What follows belongs to an exercise in optimizing a design on an open flow for small area; a production flow would make more cautious choices. The RTL was checked by simulation tests, not by an equivalence proof against the original design. Power and IR drop assume default switching activity.

File: design/flow/run.sh
#!/bin/bash
# synth_recipe.tcl (not shown) runs the flow's synth.tcl, then flattens the netlist and writes it again
# the make line also repeats each setting of config.mk as NAME=value (left out here)
make -C /OpenROAD-flow-scripts/flow DESIGN_CONFIG=/design/flow/config.mk WORK_HOME=/design/flow/orfs CLKGATE_MAP_FILE= SYNTH_SCRIPT=/design/flow/synth_recipe.tcl finish
File: design/flow/config.mk
export PLATFORM = sky130hd
export DESIGN_NAME = vending_machine
export DESIGN_NICKNAME = vending_machine
export VERILOG_FILES = /design/flow/design.v
export SDC_FILE = /design/flow/constraint.sdc
export NUM_CORES = 4
export LEC_CHECK = 0
export CAP_MARGIN = 20
export CORE_MARGIN = 2
export CORE_UTILIZATION = 40
export CTS_BUF_LIST = sky130_fd_sc_hd__clkbuf_4
export CTS_CLUSTER_SIZE = 30
export SLEW_MARGIN = 20
File: design/flow/constraint.sdc
create_clock -name core_clock -period 10.0 [get_ports {clk}]
set_input_delay 2.0000 -clock core_clock [delete_from_list [all_inputs] [get_ports {clk}]]
set_output_delay 2.0000 -clock core_clock [all_outputs]
set_load 0.01 [all_outputs]
File: design/flow/design.v
`timescale 1ns/1ps
module btn_debounce_pulse #(
    parameter integer CLK_HZ = 50_000_000,
    parameter integer DEBOUNCE_MS = 10
)(
    input  wire clk,
    input  wire rst,
    input  wire btn_raw_n,
    output wire press_pulse,
    output wire btn_stable,
    output wire btn_stable_next      
);
    reg sync_ff1, sync_ff2, sync_prev;
    always @(posedge clk) begin
        sync_ff1  <= ~(btn_raw_n | rst);
        sync_ff2  <= sync_ff1 & ~rst;
        sync_prev <= sync_ff2 & ~rst;
    end
    wire change = sync_ff2 ^ sync_prev;
    reg [18:0] cnt;
    always @(posedge clk)
        cnt <= ~({cnt[17:0], ~(cnt[18] ^ cnt[5])} | {19{change}});
    wire fire = ~change & (cnt == 19'h5ce5e);
    reg btn_filtered, btn_filtered_d;
    assign btn_stable_next = ~rst & (fire ? sync_prev : btn_filtered);
    always @(posedge clk) begin
        btn_filtered   <= btn_stable_next;
        btn_filtered_d <= ~rst & btn_filtered;
    end
    assign btn_stable  = btn_filtered;
    assign press_pulse = btn_filtered & ~btn_filtered_d;
endmodule
`timescale 1ns/1ps
module vending_machine(
    input  wire clk,
    input  wire rst,
    input  wire resetBtn_n,
    input  wire nickelBtn_n,
    input  wire dimeBtn_n,
    input  wire quarterBtn_n,
    output wire dispenseLed,
    output wire changeLed,
    output wire [6:0] segOut,
    output wire [5:0] digitSel
);
    wire resetPulse, resetLevel, resetLevelNext;
    wire nickelPulse, dimePulse, quarterPulse;
    wire nickelLevel, dimeLevel, quarterLevel;
    wire nickelNext, dimeNext, quarterNext;
    btn_debounce_pulse debounceReset (.clk(clk), .rst(rst), .btn_raw_n(resetBtn_n),
        .press_pulse(resetPulse), .btn_stable(resetLevel), .btn_stable_next(resetLevelNext));
    btn_debounce_pulse debounceNickel (.clk(clk), .rst(rst), .btn_raw_n(nickelBtn_n),
        .press_pulse(nickelPulse), .btn_stable(nickelLevel), .btn_stable_next(nickelNext));
    btn_debounce_pulse debounceDime (.clk(clk), .rst(rst), .btn_raw_n(dimeBtn_n),
        .press_pulse(dimePulse), .btn_stable(dimeLevel), .btn_stable_next(dimeNext));
    btn_debounce_pulse debounceQuarter (.clk(clk), .rst(rst), .btn_raw_n(quarterBtn_n),
        .press_pulse(quarterPulse), .btn_stable(quarterLevel), .btn_stable_next(quarterNext));
    reg  [3:0] tensR;
    reg        fiveR;
    reg  [2:0] onesR;
    wire [7:0] totalNext;
    wire       clr = rst | resetLevel | resetLevelNext;
    vm_total_next totalLogic (
        .x0(onesR[0]), .x1(onesR[1]), .x2(onesR[2]), .x3(fiveR),
        .x4(tensR[0]), .x5(tensR[1]), .x6(tensR[2]), .x7(tensR[3]),
        .x8(nickelPulse), .x9(dimePulse), .x10(quarterPulse), .x11(clr),
        .z0(totalNext[0]), .z1(totalNext[1]), .z2(totalNext[2]), .z3(totalNext[3]),
        .z4(totalNext[4]), .z5(totalNext[5]), .z6(totalNext[6]), .z7(totalNext[7]));
    always @(posedge clk)
        {tensR, fiveR, onesR} <= totalNext;
    reg [14:0] muxCounter;
    reg activeDigit;
    wire muxWrap = (muxCounter == 15'h8c);
    wire muxClear = rst | muxWrap;
    always @(posedge clk) begin
        muxCounter  <= ~({muxCounter[13:0], ~(muxCounter[14] ^ muxCounter[0])} | {15{muxClear}});
        activeDigit <= ~rst & (activeDigit ^ muxWrap);
    end
    vm_display displayLogic (
        .x0(onesR[0]), .x1(onesR[1]), .x2(onesR[2]), .x3(fiveR),
        .x4(tensR[0]), .x5(tensR[1]), .x6(tensR[2]), .x7(tensR[3]), .x8(activeDigit),
        .z0(segOut[0]), .z1(segOut[1]), .z2(segOut[2]), .z3(segOut[3]),
        .z4(segOut[4]), .z5(segOut[5]), .z6(segOut[6]), .z7(dispenseLed), .z8(changeLed));
    assign digitSel = activeDigit ? 6'b101111 : 6'b011111;
endmodule
module vm_total_next ( 
    x0, x1, x2, x3, x4, x5, x6, x7, x8, x9, x10, x11,
    z0, z1, z2, z3, z4, z5, z6, z7  );
  input  x0, x1, x2, x3, x4, x5, x6, x7, x8, x9, x10, x11;
  output z0, z1, z2, z3, z4, z5, z6, z7;
  wire new_n21, new_n22, new_n23, new_n24, new_n25, new_n26, new_n27,
    new_n28, new_n29, new_n30, new_n31, new_n32, new_n33, new_n34, new_n35,
    new_n36, new_n37, new_n38, new_n39, new_n40, new_n41, new_n42, new_n43,
    new_n44, new_n45, new_n46, new_n47, new_n48, new_n49, new_n50, new_n51,
    new_n52, new_n53, new_n54, new_n55, new_n56, new_n57, new_n58, new_n59,
    new_n61, new_n62, new_n63, new_n64, new_n66, new_n68, new_n69, new_n71,
    new_n72, new_n73, new_n74, new_n75, new_n76, new_n77, new_n78, new_n79,
    new_n80, new_n82, new_n83, new_n84, new_n85, new_n86, new_n87, new_n88,
    new_n90, new_n91, new_n93;
  assign new_n21 = x0 & x1;
  assign new_n22 = ~x2 & ~new_n21;
  assign new_n23 = ~x8 & ~x9;
  assign new_n24 = x10 & new_n23;
  assign new_n25 = x5 & new_n24;
  assign new_n26 = ~x5 & ~new_n24;
  assign new_n27 = ~new_n25 & ~new_n26;
  assign new_n28 = ~x8 & x9;
  assign new_n29 = ~x8 & ~new_n24;
  assign new_n30 = x3 & ~new_n29;
  assign new_n31 = ~new_n28 & ~new_n30;
  assign new_n32 = ~x4 & new_n31;
  assign new_n33 = ~new_n27 & new_n32;
  assign new_n34 = ~x6 & ~new_n25;
  assign new_n35 = x7 & ~new_n34;
  assign new_n36 = ~new_n33 & new_n35;
  assign new_n37 = x4 & ~new_n31;
  assign new_n38 = new_n27 & ~new_n37;
  assign new_n39 = ~new_n26 & ~new_n38;
  assign new_n40 = ~x6 & ~new_n39;
  assign new_n41 = ~x3 & new_n29;
  assign new_n42 = ~new_n30 & ~new_n41;
  assign new_n43 = x7 & new_n42;
  assign new_n44 = ~new_n40 & new_n43;
  assign new_n45 = ~new_n36 & ~new_n44;
  assign new_n46 = ~new_n22 & ~new_n45;
  assign new_n47 = ~x0 & ~x1;
  assign new_n48 = x2 & ~new_n47;
  assign new_n49 = ~x11 & ~new_n48;
  assign new_n50 = ~x4 & ~x5;
  assign new_n51 = x6 & x7;
  assign new_n52 = ~new_n50 & new_n51;
  assign new_n53 = new_n49 & ~new_n52;
  assign new_n54 = x3 & ~x5;
  assign new_n55 = new_n53 & ~new_n54;
  assign new_n56 = new_n46 & new_n55;
  assign new_n57 = ~x0 & ~new_n56;
  assign new_n58 = ~new_n46 & new_n53;
  assign new_n59 = x0 & ~new_n58;
  assign z0 = ~new_n57 & ~new_n59;
  assign new_n61 = ~new_n36 & new_n58;
  assign new_n62 = x1 & ~new_n61;
  assign new_n63 = new_n36 & new_n58;
  assign new_n64 = ~x1 & ~new_n63;
  assign z1 = ~new_n62 & ~new_n64;
  assign new_n66 = ~x2 & ~new_n62;
  assign z2 = new_n58 & ~new_n66;
  assign new_n68 = ~new_n42 & ~new_n56;
  assign new_n69 = new_n42 & ~new_n58;
  assign z3 = ~new_n68 & ~new_n69;
  assign new_n71 = ~x3 & new_n22;
  assign new_n72 = new_n50 & new_n71;
  assign new_n73 = x4 & ~x6;
  assign new_n74 = ~new_n71 & new_n73;
  assign new_n75 = ~new_n72 & ~new_n74;
  assign new_n76 = new_n23 & ~new_n75;
  assign new_n77 = ~new_n45 & new_n76;
  assign new_n78 = ~new_n32 & ~new_n37;
  assign new_n79 = new_n45 & new_n78;
  assign new_n80 = ~new_n77 & ~new_n79;
  assign z4 = new_n49 & ~new_n80;
  assign new_n82 = x3 & ~new_n22;
  assign new_n83 = new_n50 & ~new_n71;
  assign new_n84 = ~new_n82 & new_n83;
  assign new_n85 = ~new_n45 & ~new_n84;
  assign new_n86 = ~new_n27 & new_n37;
  assign new_n87 = ~new_n38 & ~new_n86;
  assign new_n88 = new_n49 & ~new_n87;
  assign z5 = ~new_n85 & new_n88;
  assign new_n90 = x6 & new_n39;
  assign new_n91 = ~new_n40 & ~new_n90;
  assign z6 = new_n61 & new_n91;
  assign new_n93 = ~x7 & ~new_n90;
  assign z7 = new_n61 & ~new_n93;
endmodule
module vm_display ( 
    x0, x1, x2, x3, x4, x5, x6, x7, x8,
    z0, z1, z2, z3, z4, z5, z6, z7, z8  );
  input  x0, x1, x2, x3, x4, x5, x6, x7, x8;
  output z0, z1, z2, z3, z4, z5, z6, z7, z8;
  wire new_n19, new_n20, new_n21, new_n22, new_n23, new_n24, new_n25,
    new_n26, new_n27, new_n28, new_n29, new_n30, new_n31, new_n32, new_n33,
    new_n34, new_n35, new_n36, new_n37, new_n38, new_n39, new_n40, new_n41,
    new_n42, new_n44, new_n45, new_n46, new_n47, new_n48, new_n49, new_n50,
    new_n51, new_n52, new_n55, new_n56, new_n58, new_n59, new_n60, new_n61,
    new_n65, new_n67, new_n68, new_n69;
  assign new_n19 = ~x1 & ~x8;
  assign new_n20 = ~x5 & x8;
  assign new_n21 = ~new_n19 & ~new_n20;
  assign new_n22 = ~x0 & ~x1;
  assign new_n23 = x2 & ~new_n22;
  assign new_n24 = ~x4 & ~x5;
  assign new_n25 = ~x0 & ~x2;
  assign new_n26 = ~x1 & ~x2;
  assign new_n27 = x3 & ~new_n26;
  assign new_n28 = ~new_n25 & new_n27;
  assign new_n29 = new_n24 & ~new_n28;
  assign new_n30 = x6 & x7;
  assign new_n31 = ~new_n29 & new_n30;
  assign new_n32 = ~new_n23 & ~new_n31;
  assign new_n33 = x3 & ~x8;
  assign new_n34 = x0 & new_n33;
  assign new_n35 = new_n32 & ~new_n34;
  assign new_n36 = ~x5 & ~x6;
  assign new_n37 = x7 & new_n36;
  assign new_n38 = ~x4 & x8;
  assign new_n39 = ~new_n37 & new_n38;
  assign new_n40 = ~x3 & new_n25;
  assign new_n41 = ~x8 & new_n40;
  assign new_n42 = ~new_n39 & ~new_n41;
  assign z4 = new_n35 & new_n42;
  assign new_n44 = ~new_n21 & ~new_n33;
  assign new_n45 = x7 & x8;
  assign new_n46 = x1 & new_n33;
  assign new_n47 = ~new_n45 & ~new_n46;
  assign new_n48 = ~new_n44 & new_n47;
  assign new_n49 = z4 & ~new_n48;
  assign new_n50 = x4 & x5;
  assign new_n51 = new_n45 & ~new_n50;
  assign new_n52 = ~new_n24 & new_n51;
  assign z3 = new_n49 & ~new_n52;
  assign z0 = ~new_n21 & z3;
  assign new_n55 = new_n26 & new_n33;
  assign new_n56 = ~new_n52 & ~new_n55;
  assign z1 = new_n32 & ~new_n56;
  assign new_n58 = x2 & ~x8;
  assign new_n59 = ~new_n51 & ~new_n58;
  assign new_n60 = new_n35 & new_n59;
  assign new_n61 = ~new_n21 & ~new_n49;
  assign z5 = new_n60 & ~new_n61;
  assign z2 = ~z4 & z5;
  assign z6 = ~new_n48 & new_n60;
  assign new_n65 = ~x6 & ~x7;
  assign z7 = new_n32 & ~new_n65;
  assign new_n67 = ~x1 & ~x7;
  assign new_n68 = new_n24 & new_n67;
  assign new_n69 = new_n40 & new_n68;
  assign z8 = z7 & ~new_n69;
endmodule
==> results.yml, run 1 <==
sta:
  hold_viol: 0
  post-route-period-util_pct: 46.23
  drv_slew: 0
  fmax_ghz: 0.2163
  skew_ps: 24.81
  worst_pin_slew_ps: 931.1
  rsz0062_at_grt: "false"
  fin_crit_ps: 4623
  relSlewSlack_pct: 37.73
  setup_viol: 0
  fin_tns_setup_ps: 0
worst_setup_path:
  slowest_delay_ps: 590
  critPathKind: "flop to output pin"
  required_ps: 8000
  crit_slowest_cell: "dfxtp_1"
  cp_max_fo: 11
  cp_top_family: "compound AO/OA/AOI/OAI gates"
  crit_chain: "a21oi_2 -> o211ai_2 -> a211oi_2 -> nor4_1 -> clkdlybuf4s50_1"
  worstPathArrival_ps: 2620
  path_buf_inv: 1
  end_kind: "output pin"
  start_kind: "flop"
detailed_routing:
  avgRoutedWirePerCell_um: 11.49
  drc: 0
  vias_per_cell: 4.681
  ant_nets: 0
  dr_total_vias: 2673
  drt_first_pass_iters: 4
  wirelength_um: 6563
  drt_iter0_markers: 83
die:
  ioPinCount: 21
  die_y_um: 105.5
  rows: 37
  start_util_pct: 40.47
  design.core.area_um2: 10180
  dieArea_um2: 11130
  die_x_um: 105.5
cells_and_area:
  final_area_um2: 4589
  fin_nets: 436
  syn2layout_area_growth_pct: 11.35
  layout.cells.non_filler: 571
  drive_above_1_share_pct: 11.03
  num_antenna_cells: 0
  multi_input_area_um2: 1544
  seq_area_um2: 2382
  fill_cells: 979
synthesis:
  synth-async-reset-ratio_pct: 0
  synth_flop_cell: "dfxtp_1"
  synth_warnings: 2
  ys_seq_elements: 119
  synth_area_leader_cell: "dfxtp_1"
  synthesis.area_um2: 4121
  synth_top_area_share_pct: 57.80
  syn_avg_cell_area_um2: 10.03
  ys_seq_area_share_pct: 57.80
  synthTopCellsByCount: "dfxtp_1, nor2_1, nor2b_1"
  ys_types: 57
  synth_edf_count: 0
  syn_inst: 411
  synth.area.top_cells: "dfxtp_1, nor2_1, buf_4, ha_1, nor2b_1"
  synth.most_common_cell: "dfxtp_1"
cts:
  htreeDepth: 4
  cts_buffer_depth: 2
  postCtsSetupBuffers: 0
  clk_pin_slew_ps: 110
  cts.sinks: 119
  cts_buffers: 17
  clk_latency_ps: 490
  cts_tree: "built"
  cts-root-buf: "clkbuf_4"
  cts_hold_buffers: 0
  cts_resized: 0
power:
  leakagePower_uw: 0.001838
  vdd_drop_max_uv: 69.97
  p_per_area_nw_per_um2: 223.5
grt:
  grt_pass1_vias: 2566
  grt-ovfl-total: 0
  grt_start_max_net_pins: 25
  antenna_found_initial: 0
  grt_pass1_wl_um: 11580
  grtUsageTotal_pct: 13.08
place:
  port_buffers: 16
  post_dp_cell_area_um2: 4309
  routabilityCongestion: 0.8467
  hpwl_um: 4448
  placedCellCount: 539
hold_path:
  hold_class: "flop to flop"
flow_run:
  maxCapViolations: 0
outcome:
  status: "no timing/DRC/antenna violations"
## area by class of cell
class,instances,area share (%)
Multi-Input combinational cell,255,33.64
Clock inverter,15,3.326
Clock buffer,17,2.781
Tap cell,136,3.708
Timing Repair Buffer,17,3.653
Sequential cell,119,51.91
Inverter,12,0.9815
## path summary, 6_finish.rpt
kind,from,to,slack (ps),cells after the start
setup reg to reg,debounceNickel.btn_filtered_d,onesR[0],6800,14
hold / removal,muxCounter[7],muxCounter[8],400,1
hold reg to reg,muxCounter[7],muxCounter[8],400,1
setup / recovery,onesR[1],segOut[2],5380,5
## metrics by stage
| stage | utilization [%] | worst slack, ps | total power [uW] | hold WS [ps] |
|---|---|---|---|---|
| 2_1_floorplan | - | 6540 | 680.2 | 378.3 |
| 3_3_place_gp | 42.31 | 5988 | 701.4 | 383.9 |
| 3_5_place_dp | 42.31 | 5899 | 706.7 | 392.1 |
| 4_1_cts | 45.06 | 5323 | 1041 | 398.0 |
| 5_1_grt | 45.06 | 5144 | 1090 | 412.1 |
| 6_report | 45.06 | 5377 | 1026 | 401.6 |
## routing by layer
| layer | global-route usage [%] | up-vias | wire (um) |
|---|---|---|---|
| li1 | - | 1390 | - |
| met1 | 17.04 | 1234 | 3358 |
| met2 | 19.17 | 43 | 2886 |
| met3 | 5.318 | 6 | 251 |
| met4 | 5.451 | 0 | 67 |
| met5 | 0 | - | 0 |
## logic make-up after synthesis
logic type               count (synthesis)  share of synthesized area, %
AO/OA/AOI/OAI                           35                         6.649
flip-flops                             119                         57.80
AND/OR/NAND/NOR                        190                         23.38
adder cells (fa/ha/maj)                  8                         2.611
multiplexers                             2                        0.5161
other                                    1                       0.09099
buffers and inverters                   40                         5.009
XOR/XNOR                                16                         3.947
## power by group
part,internal (uW),total (uW),switching [uW]
Combinational,40.9,75.6,34.8
Sequential,570,618,48.8
Clock,150,331,182
Total,760,1030,265
## flip-flops by register name, summed over array words and instances (netlist names), 3 cells and up
name / count
debounceDime.cnt: 19
debounceNickel.cnt: 19
debounceQuarter.cnt: 19
debounceReset.cnt: 19
muxCounter: 15
tensR: 4
onesR: 3
## layout by cell type, fill, tap and decap left out, drive strengths merged, types with 7 or more instances in the layout
cell | Yosys | final
xnor2 | 8 | 8
nor3 | 7 | 7
nor2b | 13 | 13
clkbuf | 10 | 17
nor2 | 112 | 112
inv | 12 | 15
nand4b | 7 | 7
xor2 | 8 | 8
ha | 7 | 7
dfxtp | 119 | 119
nand4 | 7 | 7
clkdlybuf4s50 | 0 | 16
clkinv | 0 | 10
nand2 | 7 | 7
a21oi | 9 | 9
==> run 2, diff against run 1 <==
==> design/flow/flow/run.sh (new file) <==
#!/bin/bash
# Own layout flow: the standard flow (standard.sh) with three changes.
#  1. Synthesis: the standard flow's synthesis script (flow/synth.tcl) with ORFS's adder extraction skipped
#     and ABC run with an area-oriented script (flow/area.abc) instead of the speed script.
#     Registers come from the same dfflibmap step, so their names and cells are unchanged.
#  2. CTS without dummy loads, with clkbuf_4 buffers and sink clusters of up to 30.
#  3. Port buffers are buf_1 cells.
# Each tool's full output goes to the ORFS logs under orfs/logs; make's own output to flow_make.log.
set -euo pipefail
W=$(pwd)
export AREA_ABC_SCRIPT="$W/flow/area.abc"
bash standard.sh \
  "SYNTH_SCRIPT=$W/flow/synth.tcl" \
  "CTS_ARGS=-sink_clustering_enable -repair_clock_nets -dont_use_dummy_load -buf_list sky130_fd_sc_hd__clkbuf_4 -sink_clustering_size 30" \
  "BUFFER_PORTS_ARGS=-buffer_cell sky130_fd_sc_hd__buf_1" \
  finish > "$W/flow_make.log" 2>&1
==> design/flow/flow/area.abc (new file) <==
strash
dc2
&get -n
&deepsyn -T 60
&put
dch -f
amap
topo
==> design/flow/flow/synth.tcl (new file) <==
proc synth {args} { yosys synth -nofsm -noshare {*}$args }
proc extract_fa {args} { puts "extract_fa skipped" }
proc abc {args} {
  set i [lsearch -exact $args -script]
  if {$i >= 0} { set args [lreplace $args $i [expr {$i+1}] -script $::env(AREA_ABC_SCRIPT)] }
  set j [lsearch -exact $args -D]
  if {$j >= 0} { set args [lreplace $args $j [expr {$j+1}]] }
  yosys abc {*}$args
}
source $::env(SCRIPTS_DIR)/synth.tcl
# left out here: clear keep_hierarchy, flatten, clean up, hide names made inside functions, write 1_2_yosys.v
==> design/flow/standard.sh (new file) <==
#!/bin/bash
# synth_recipe.tcl (not shown) runs the flow's synth.tcl, then flattens the netlist and writes it again
# the make line also repeats each setting of config.mk as NAME=value (left out here)
make -C /OpenROAD-flow-scripts/flow DESIGN_CONFIG=/design/flow/config.mk WORK_HOME=/design/flow/orfs CLKGATE_MAP_FILE= SYNTH_SCRIPT=/design/flow/synth_recipe.tcl "${@:-finish}"
--- a/design/flow/config.mk
+++ b/design/flow/config.mk
@@ -8,6 +8,4 @@
 export CAP_MARGIN = 20
 export CORE_MARGIN = 2
 export CORE_UTILIZATION = 40
-export CTS_BUF_LIST = sky130_fd_sc_hd__clkbuf_4
-export CTS_CLUSTER_SIZE = 30
 export SLEW_MARGIN = 20
removed: design/flow/run.sh
==> run 2 against run 1 <==
Effect of this change: still clean; hold slack got worse by 31 ps; sequential power fell by 5.0%; global-route usage rose by 0.099 points; non-clock buffer count rose by 4; synthesized area fell by 9.4%; sequential cell count did not move; routed wire length fell by 12%; clock-buffer cell count did not move; cell area fell by 12%; combinational power rose by 18%; first-iteration DRC count rose by 59%; power fell by 13%; critical path type unchanged.
==> results.yml, run 2 <==
synthesis:
  synth-compound-area-share_pct: 7.811
  synth.mux.area_fraction_pct: 0
  synth-async-reset-ratio_pct: 0
  syn_inst: 396
  synth.most_common_cell: "nor2_1"
  synth_warnings: 2
  ys_seq_area_share_pct: 63.83
  synthSimpleGateAreaFrac_pct: 23.43
  synthAdderAreaFrac_pct: 0
  synth_top_family_by_area: "simple AND/OR/NAND/NOR gates"
  synth_flop_cell: "dfxtp_1"
  synth.area.top_cells: "dfxtp_1, nor2_1, buf_4, clkinv_1, nand4b_1"
  ys_types: 30
  ys_seq_elements: 119
  synth_top_area_share_pct: 63.83
  synthesis.area_um2: 3732
  synthXorXnorAreaFrac_pct: 0
  synth_edf_count: 0
  synth_area_leader_cell: "dfxtp_1"
  synthTopCellsByCount: "nor2_1, dfxtp_1, clkinv_1"
  syn_avg_cell_area_um2: 9.425
cts:
  cts.sinks: 119
  postCtsSetupBuffers: 0
  cts_tree: "built"
  clk_pin_slew_ps: 120
  cts_resized: 0
  htreeDepth: 4
  cts_buffer_depth: 2
  cts_hold_buffers: 0
  cts-root-buf: "clkbuf_4"
  clk_latency_ps: 490
  cts_buffers: 17
worst_setup_path:
  critPathKind: "flop to output pin"
  crit_end: "segOut[2]"
  worst_r2r_endpoint: "onesR[0]"
  regToRegSetupSlack_ps: 7080
  required_ps: 8000
  rr_startpoint: "debounceNickel.btn_filtered"
  end_kind: "output pin"
  start_kind: "flop"
  cp_max_fo: 4
  r2r_cells: 12
  worstPathArrival_ps: 2480
  cp-startpoint: "tensR[1]"
detailed_routing:
  avgRoutedWirePerCell_um: 10.80
  drc: 0
  drt_iter0_markers: 132
  ant_nets: 0
  vias_per_cell: 4.780
  dr_total_vias: 2562
  drt_first_pass_iters: 4
  wirelength_um: 5789
sta:
  skew_ps: 40.96
  worst_pin_slew_ps: 708.2
  rsz0062_at_grt: "false"
  whs_ps: 370.1
  hold_viol: 0
  post-route-period-util_pct: 44.82
  drv_slew: 0
  fmax_ghz: 0.2231
  setup_viol: 0
  relSlewSlack_pct: 52.79
  fin_tns_setup_ps: 0
  fin_crit_ps: 4482
grt:
  grt_start_max_net_pins: 24
  grt_pass1_wl_um: 10470
  grtUsageTotal_pct: 13.18
  grt_pass1_vias: 2370
  grt-ovfl-total: 0
  antenna_found_initial: 0
place:
  port_buffers: 16
  hpwl_um: 4053
  routabilityCongestion: 0.9053
hold_path:
  hold_class: "flop to flop"
  hold_depth: 1
cells_and_area:
  drive_above_1_share_pct: 5.176
  final_common_cell: "nor2_1"
  num_antenna_cells: 0
  fin_nets: 433
  syn2layout_area_growth_pct: 7.643
  fill_cells: 903
  final_cell_mix: "nor2_1, dfxtp_1, clkinv_1"
  multi_input_area_um2: 1181
  seq_area_um2: 2382
power:
  leakagePower_uw: 0.001527
  p_per_area_nw_per_um2: 221.0
  vdd_drop_max_uv: 108.6
outcome:
  status: "no timing/DRC/antenna violations"
die:
  design.core.area_um2: 9153
  start_util_pct: 40.78
  dieArea_um2: 10120
  die_x_um: 100.6
  die_y_um: 100.6
  rows: 35
  ioPinCount: 21
flow_run:
  maxCapViolations: 0
## run 2: changes by cell type in the layout (fill, tap and decap cells not counted), sizes merged, moves of 14 or more
cell / change
buf: +20
clkdlybuf4s50: -16
nor2: +16
inv: -15
clkinv: +14
## run 2: where the power goes
group | internal, uW | switching (uW)
clock | 77.6 | 134
sequential | 549 | 38.2
combinational | 40.5 | 48.9
## run 2: through the flow
stage,total power (uW),instance area [um2],std cells,setup WS (ps),util (%)
after global placement,684.5,3890,519,6121,42.50
final,888.1,4018,536,5518,43.90
after CTS,900.5,4018,536,5550,43.90
after floorplan,668.8,3744,399,6267,-
after global routing,945.0,4018,536,5206,43.90
after detailed placement,688.8,3890,519,6078,42.50
## run 2: layout make-up
type,instances,share of cell area [%]
tap,111,3.457
timing repair buffer,21,2.429
multi-input combinational,244,29.40
sequential,119,59.30
inverter,24,2.242
clock buffer,17,3.177
## run 2: worst min-delay path by stage
stage | end | startpoint
after floorplan | muxCounter[8] | muxCounter[7]
after global placement | debounceNickel.cnt[14] | debounceNickel.cnt[13]
after detailed placement | debounceReset.cnt[15] | debounceReset.cnt[14]
after CTS | debounceReset.cnt[5] | debounceReset.cnt[4]
after global routing | debounceReset.cnt[16] | debounceReset.cnt[15]
final | debounceReset.cnt[5] | debounceReset.cnt[4]
## run 2: cell families (layout without fill, tap and decap cells)
kind of cell | after synthesis | count (layout)
AO/OA/AOI/OAI | 45 | 45
buffers and inverters | 36 | 62
flip-flops | 119 | 119
other | 1 | 4
AND/OR/NAND/NOR | 195 | 195
## run 2: layer usage
metal / vias up / part of all wire (%) / global-route usage, %
met5: - / 0 / 0
met4: 0 / 2.1 / 6.006
met3: 10 / 4.7 / 5.895
met2: 54 / 42 / 18.56
met1: 1137 / 51 / 17.29
li1: 1361 / - / -
## run 2: worst max-delay path, stage by stage (launching register included)
cell     delay [ps]
dfxtp_1         340
nor2_1          250
o21ai_0         170
a31oi_1         270
o21ai_0         170
nor2b_1         180
nand3_1         140
a21oi_1         200
nor2b_1         140
buf_1           150
==> run 3, diff against run 2 <==
==> design/flow/flow/area.abc (replaced) <==
strash
dc2
dch -f
amap
topo
==> run 3 against run 2 <==
Effect of this change: still clean; final cell count is 1.7% higher; non-clock buffer count stayed put; utilization is 0.055 points higher; clock power hardly changed; synthesized cell count is 2.3% higher; synthesized area is 0.13% higher; setup slack worse by 260 ps; combinational power is 34% lower; hold slack better by 9.4 ps; sequential share of layout area is 0.074 points lower; sequential cell count stayed put; global-route usage is 0.20 points lower; critical path type unchanged; critical endpoint unchanged.
==> results.yml, run 3 <==
outcome:
  status: "no timing/DRC/antenna violations"
worst_setup_path:
  worstPathArrival_ps: 2740
  cp_max_fo: 7
  start_kind: "flop"
  required_ps: 8000
  end_kind: "output pin"
  critPathKind: "flop to output pin"
detailed_routing:
  drt_iter0_markers: 111
  drt_first_pass_iters: 4
  wirelength_um: 5772
  ant_nets: 0
  dr_total_vias: 2590
  avgRoutedWirePerCell_um: 10.59
  drc: 0
  vias_per_cell: 4.752
grt:
  grt_pass1_vias: 2477
  grt-ovfl-total: 0
  antenna_found_initial: 0
  grt_pass1_wl_um: 10300
  grtUsageTotal_pct: 12.98
  grt_start_max_net_pins: 20
cts:
  cts_resized: 0
  cts.sinks: 119
  cts_hold_buffers: 0
  postCtsSetupBuffers: 0
  cts_buffers: 17
  cts-root-buf: "clkbuf_4"
  clk_pin_slew_ps: 100
  cts_tree: "built"
  htreeDepth: 4
  cts_buffer_depth: 2
  clk_latency_ps: 480
power:
  pwr-share-seq_pct: 68.3
  clkPwrFrac_pct: 24.8
  switching_share_pct: 23.32
  intPower_uw: 652.9
  finalPower_uw: 851.5
  pwr-share-comb_pct: 6.9
  vdd_drop_max_uv: 91.54
  leakagePower_uw: 0.001563
  p_per_area_nw_per_um2: 211.7
  p_switching_uw: 198.6
die:
  design.core.area_um2: 9153
  dieArea_um2: 10130
  start_util_pct: 40.83
  ioPinCount: 21
  rows: 35
  die_x_um: 100.7
  die_y_um: 100.7
synthesis:
  syn_avg_cell_area_um2: 9.228
  synthXorXnorAreaFrac_pct: 0
  ys_seq_area_share_pct: 63.74
  synth-async-reset-ratio_pct: 0
  synth.mux.area_fraction_pct: 0
  synth_edf_count: 0
  synth_top_area_share_pct: 63.74
  synthSimpleGateAreaFrac_pct: 23.54
  synthesis.area_um2: 3737
  ys_seq_elements: 119
  ys_types: 27
  synth_area_leader_cell: "dfxtp_1"
  synth_flop_cell: "dfxtp_1"
  synthAdderAreaFrac_pct: 0
  synth.area.top_cells: "dfxtp_1, nor2_1, buf_4, clkinv_1, a21oi_1"
  synth.most_common_cell: "nor2_1"
  syn_inst: 405
  synth-compound-area-share_pct: 7.800
  synthTopCellsByCount: "nor2_1, dfxtp_1, clkinv_1"
  synth_top_family_by_area: "simple AND/OR/NAND/NOR gates"
  synth_warnings: 2
cells_and_area:
  final_common_cell: "nor2_1"
  fin_nets: 442
  syn2layout_area_growth_pct: 7.633
  drive_above_1_share_pct: 5.069
  final_cell_mix: "nor2_1, dfxtp_1, clkinv_1"
  num_antenna_cells: 0
place:
  port_buffers: 16
  routabilityCongestion: 0.9071
  hpwl_um: 4091
sta:
  fmax_ghz: 0.2108
  skew_ps: 30.00
  drv_slew: 0
  setup_viol: 0
  fin_tns_setup_ps: 0
  hold_viol: 0
  post-route-period-util_pct: 47.43
  fin_crit_ps: 4743
  rsz0062_at_grt: "false"
hold_path:
  hold_class: "flop to flop"
flow_run:
  maxCapViolations: 0
## run 3: path summary, 6_finish.rpt
check	from	to	slack, ps	cells past startpoint
worst max register to register	debounceDime.btn_filtered	onesR[2]	7150	16
worst min register to register	muxCounter[7]	muxCounter[8]	380	1
worst max-delay path	tensR[0]	segOut[2]	5260	9
worst min-delay path	muxCounter[7]	muxCounter[8]	380	1
## run 3: worst max-delay path: stages (launching register included)
cell	delay [ps]
dfxtp_1	370
nor2_1	310
o21ai_0	180
a31oi_1	270
o21ai_0	150
a211oi_1	350
nor2b_1	210
nor2_1	70
nor3_1	200
buf_1	170
## run 3: area by class of cell
class	count	area, um2
multi-input cells	253	1186
inverters	24	90.09
flip-flops and latches	119	2382
well taps	111	138.9
fillers	903	5130
repair buffers	21	97.59
clock buffers	17	127.6
## run 3: power by group through the flow
stage	logic [uW]	registers [uW]	clock network [uW]
2_1_floorplan	48.8	583	0
3_3_place_gp	57.9	593	0
3_5_place_dp	60.4	593	0
4_1_cts	60.3	583	222
5_1_grt	70.2	591	242
6_report	58.6	582	211
## run 3: through the flow
| stage | std cells | hold WS, ps | util (%) | area [um2] | worst slack (ps) |
|---|---|---|---|---|---|
| detailed placement | 528 | 391.8 | 42.56 | 3895 | 5742 |
| global placement | 528 | 387.6 | 42.56 | 3895 | 5844 |
| CTS | 545 | 382.8 | 43.95 | 4023 | 5206 |
| floorplan | 408 | 379.5 | - | 3749 | 6059 |
| global route | 545 | 399.7 | 43.95 | 4023 | 4869 |
| finish | 545 | 379.4 | 43.95 | 4023 | 5257 |
## run 3: layer usage
metal / track usage, % / routed length [um] / vias to the layer above / part of all wire [%]
met4: 7.798 / 90 / 0 / 1.6
met5: 0 / 0 / - / 0
met2: 19.74 / 2551 / 42 / 44
met1: 15.57 / 2871 / 1163 / 50
met3: 4.924 / 259 / 9 / 4.5
li1: - / - / 1376 / -
## run 3: cell families after synthesis
logic type             Yosys count
DFF                            119
buffers and inverters           36
other                            1
AOI/OAI and AO/OA               49
and+or+nand+nor                200
==> run 4, diff against run 3 <==
--- a/design/flow/config.mk
+++ b/design/flow/config.mk
@@ -7,5 +7,5 @@
 export LEC_CHECK = 0
 export CAP_MARGIN = 20
 export CORE_MARGIN = 2
-export CORE_UTILIZATION = 40
+export CORE_UTILIZATION = 55
 export SLEW_MARGIN = 20
==> run 4 against run 3 <==
Effect of this change: final cell count decreased by 5.9%; combinational power is 1% lower; maximum frequency shrank 1.7%; largest power group unchanged.
==> results.yml, run 4 <==
synthesis:
  syn_inst: 405
  synthesis.area_um2: 3737
  synth.area.top_cells: "dfxtp_1, nor2_1, buf_4, clkinv_1, a21oi_1"
  ys_types: 27
  ys_seq_area_share_pct: 63.74
  synth_warnings: 2
  synth_edf_count: 0
  ys_seq_elements: 119
  synth_flop_cell: "dfxtp_1"
  syn_avg_cell_area_um2: 9.228
  synthTopCellsByCount: "nor2_1, dfxtp_1, clkinv_1"
  synth_area_leader_cell: "dfxtp_1"
  synth-async-reset-ratio_pct: 0
  synth_top_area_share_pct: 63.74
  synth.most_common_cell: "nor2_1"
sta:
  fin_tns_setup_ps: 0
  relSlewSlack_pct: 45.04
  skew_ps: 41.90
  post-route-period-util_pct: 48.25
  worst_pin_slew_ps: 824.4
  rsz0062_at_grt: "false"
  drv_slew: 0
  fmax_ghz: 0.2072
  setup_viol: 0
  hold_viol: 0
  fin_crit_ps: 4825
power:
  finalPower_uw: 848.4
  vdd_drop_max_uv: 139.1
  leakagePower_uw: 0.001558
  p_per_area_nw_per_um2: 213.4
detailed_routing:
  dr.max_layer_used: "met4"
  drt_first_pass_iters: 4
  drt_iter0_markers: 114
  drc: 0
  vias_per_cell: 5.060
  wl_met2_um: 2610
  avgRoutedWirePerCell_um: 11.13
  dr_total_vias: 2596
  ant_nets: 0
  wl_met3_um: 237
  wirelength_um: 5711
  wl_met1_um: 2800
cts:
  cts_tree: "built"
  cts_buffer_depth: 2
  postCtsSetupBuffers: 0
  cts.sinks: 119
  cts_buffers: 17
  clk_latency_ps: 470
  htreeDepth: 4
  cts_resized: 0
  clk_pin_slew_ps: 100
  cts-root-buf: "clkbuf_4"
  cts_hold_buffers: 0
worst_setup_path:
  rr_startpoint: "debounceDime.btn_filtered"
  worst_r2r_endpoint: "onesR[2]"
  slowest_delay_ps: 380
  cp-startpoint: "tensR[0]"
  critPathKind: "flop to output pin"
  crit_slowest_cell: "a211oi_1"
  crit_end: "segOut[2]"
  start_kind: "flop"
  worstPathArrival_ps: 2830
  cp_max_fo: 7
  regToRegSetupSlack_ps: 6930
  crit_chain: "nor2_1 -> o21ai_0 -> a31oi_1 -> o21ai_0 -> a211oi_1 -> nor2b_1 -> nor2_1 -> nor3_1 -> buf_1"
  r2r_cells: 16
  end_kind: "output pin"
  required_ps: 8000
place:
  post_dp_cell_area_um2: 3849
  hpwl_um: 3986
  routabilityCongestion: 0.7862
  port_buffers: 16
  placedCellCount: 496
die:
  rows: 30
  start_util_pct: 55.94
  dieArea_um2: 7470
  die_x_um: 86.43
  die_y_um: 86.43
  design.core.area_um2: 6681
  ioPinCount: 21
outcome:
  status: "no timing/DRC/antenna violations"
cells_and_area:
  fin_nets: 441
  layout.cells.non_filler: 513
  drive_above_1_share_pct: 4.850
  final_cell_mix: "nor2_1, dfxtp_1, clkinv_1"
  final_area_um2: 3976
  fill_cells: 622
  num_antenna_cells: 0
  final_common_cell: "nor2_1"
  syn2layout_area_growth_pct: 6.394
grt:
  grt_pass1_vias: 2285
  grt-ovfl-total: 0
  grt_pass1_wl_um: 9673
  grt_start_max_net_pins: 20
  antenna_found_initial: 0
  grtUsageTotal_pct: 16.76
hold_path:
  hold_class: "flop to flop"
flow_run:
  maxCapViolations: 0
[run 4: cell type report]
type	count	area [um2]	area share, %
Inverter	24	90.09	2.266
Clock buffer	17	127.6	3.210
Sequential cell	119	2382	59.91
Multi-Input combinational cell	253	1186	29.83
Tap cell	80	100.1	2.517
Timing Repair Buffer	20	90.09	2.266
[run 4: worst min path at each step]
| stage | end | cells past startpoint | startpoint |
|---|---|---|---|
| floorplan | debounceReset.cnt[13] | 1 | debounceReset.cnt[12] |
| global placement | debounceQuarter.cnt[1] | 1 | debounceQuarter.cnt[0] |
| detailed placement | debounceQuarter.cnt[1] | 1 | debounceQuarter.cnt[0] |
| CTS | muxCounter[3] | 1 | muxCounter[2] |
| global route | debounceQuarter.cnt[10] | 1 | debounceQuarter.cnt[9] |
| finish | muxCounter[3] | 1 | muxCounter[2] |
[run 4: routing by layer]
layer | GRT usage (%) | vias to the layer above
li1 | - | 1368
met2 | 25.45 | 53
met5 | 0 | -
met3 | 6.286 | 7
met4 | 7.670 | 0
met1 | 21.25 | 1168
[run 4: logic make-up (layout without fill, tap and decap cells)]
group,Yosys count,after routing,share of synthesized area (%)
buf+inv,36,61,4.821
simple gates,200,200,23.54
other cells,1,4,0.1003
flops,119,119,63.74
compound gates,49,49,7.801
[run 4: through the flow]
step | util (%) | hold slack, ps | setup slack, ps
after floorplan | - | 379.5 | 6059
after CTS | 59.51 | 367.9 | 5111
after global placement | 57.60 | 388.8 | 5664
after global routing | 59.51 | 400.3 | 4777
after detailed placement | 57.60 | 391.5 | 5479
final | 59.51 | 370.1 | 5175
[run 4: critical path, delay by kind of cell (launching register included)]
| kind | cells | cell delay [ps] |
|---|---|---|
| compound gates | 4 | 1040 |
| flops | 1 | 370 |
| simple gates | 4 | 790 |
| buf+inv | 1 | 180 |
[run 4: report_power, final]
| group | internal (uW) | switching, uW |
|---|---|---|
| Sequential | 546 | 35.1 |
| Clock | 77.6 | 132 |
| Combinational | 28.8 | 29.2 |
| Total | 653 | 196 |

==> re-timing with driven ports <==
In the flow no input, the clock included, has a driving cell. The finished layouts below were timed again as built, in two steps. Step 1 (the two cells are an assumption about what drives the block):
set clk [get_ports {clk}]
set_driving_cell -lib_cell sky130_fd_sc_hd__clkbuf_16 $clk
set_driving_cell -lib_cell sky130_fd_sc_hd__buf_2 [delete_from_list [all_inputs] $clk]
Step 2 times the ports against the registers' clock, not the clock port: input delays grow and output delays shrink by t, the midpoint of the rising clock arrivals with the driver on. a / b / c = ideal ports / drivers / drivers and shift; a / b = the first two.
run	shift t [ns]	setup slack, ns	worst setup path at the end
run 1	0.506	5.377 / 5.346 / 5.852	register to output
run 2	0.500	5.518 / 5.489 / 5.989	register to output
run 3	0.497	5.257 / 5.228 / 5.725	register to output
run 4	0.481	5.175 / 5.147 / 5.366	input to register
After both steps setup and hold are still met in every run listed.
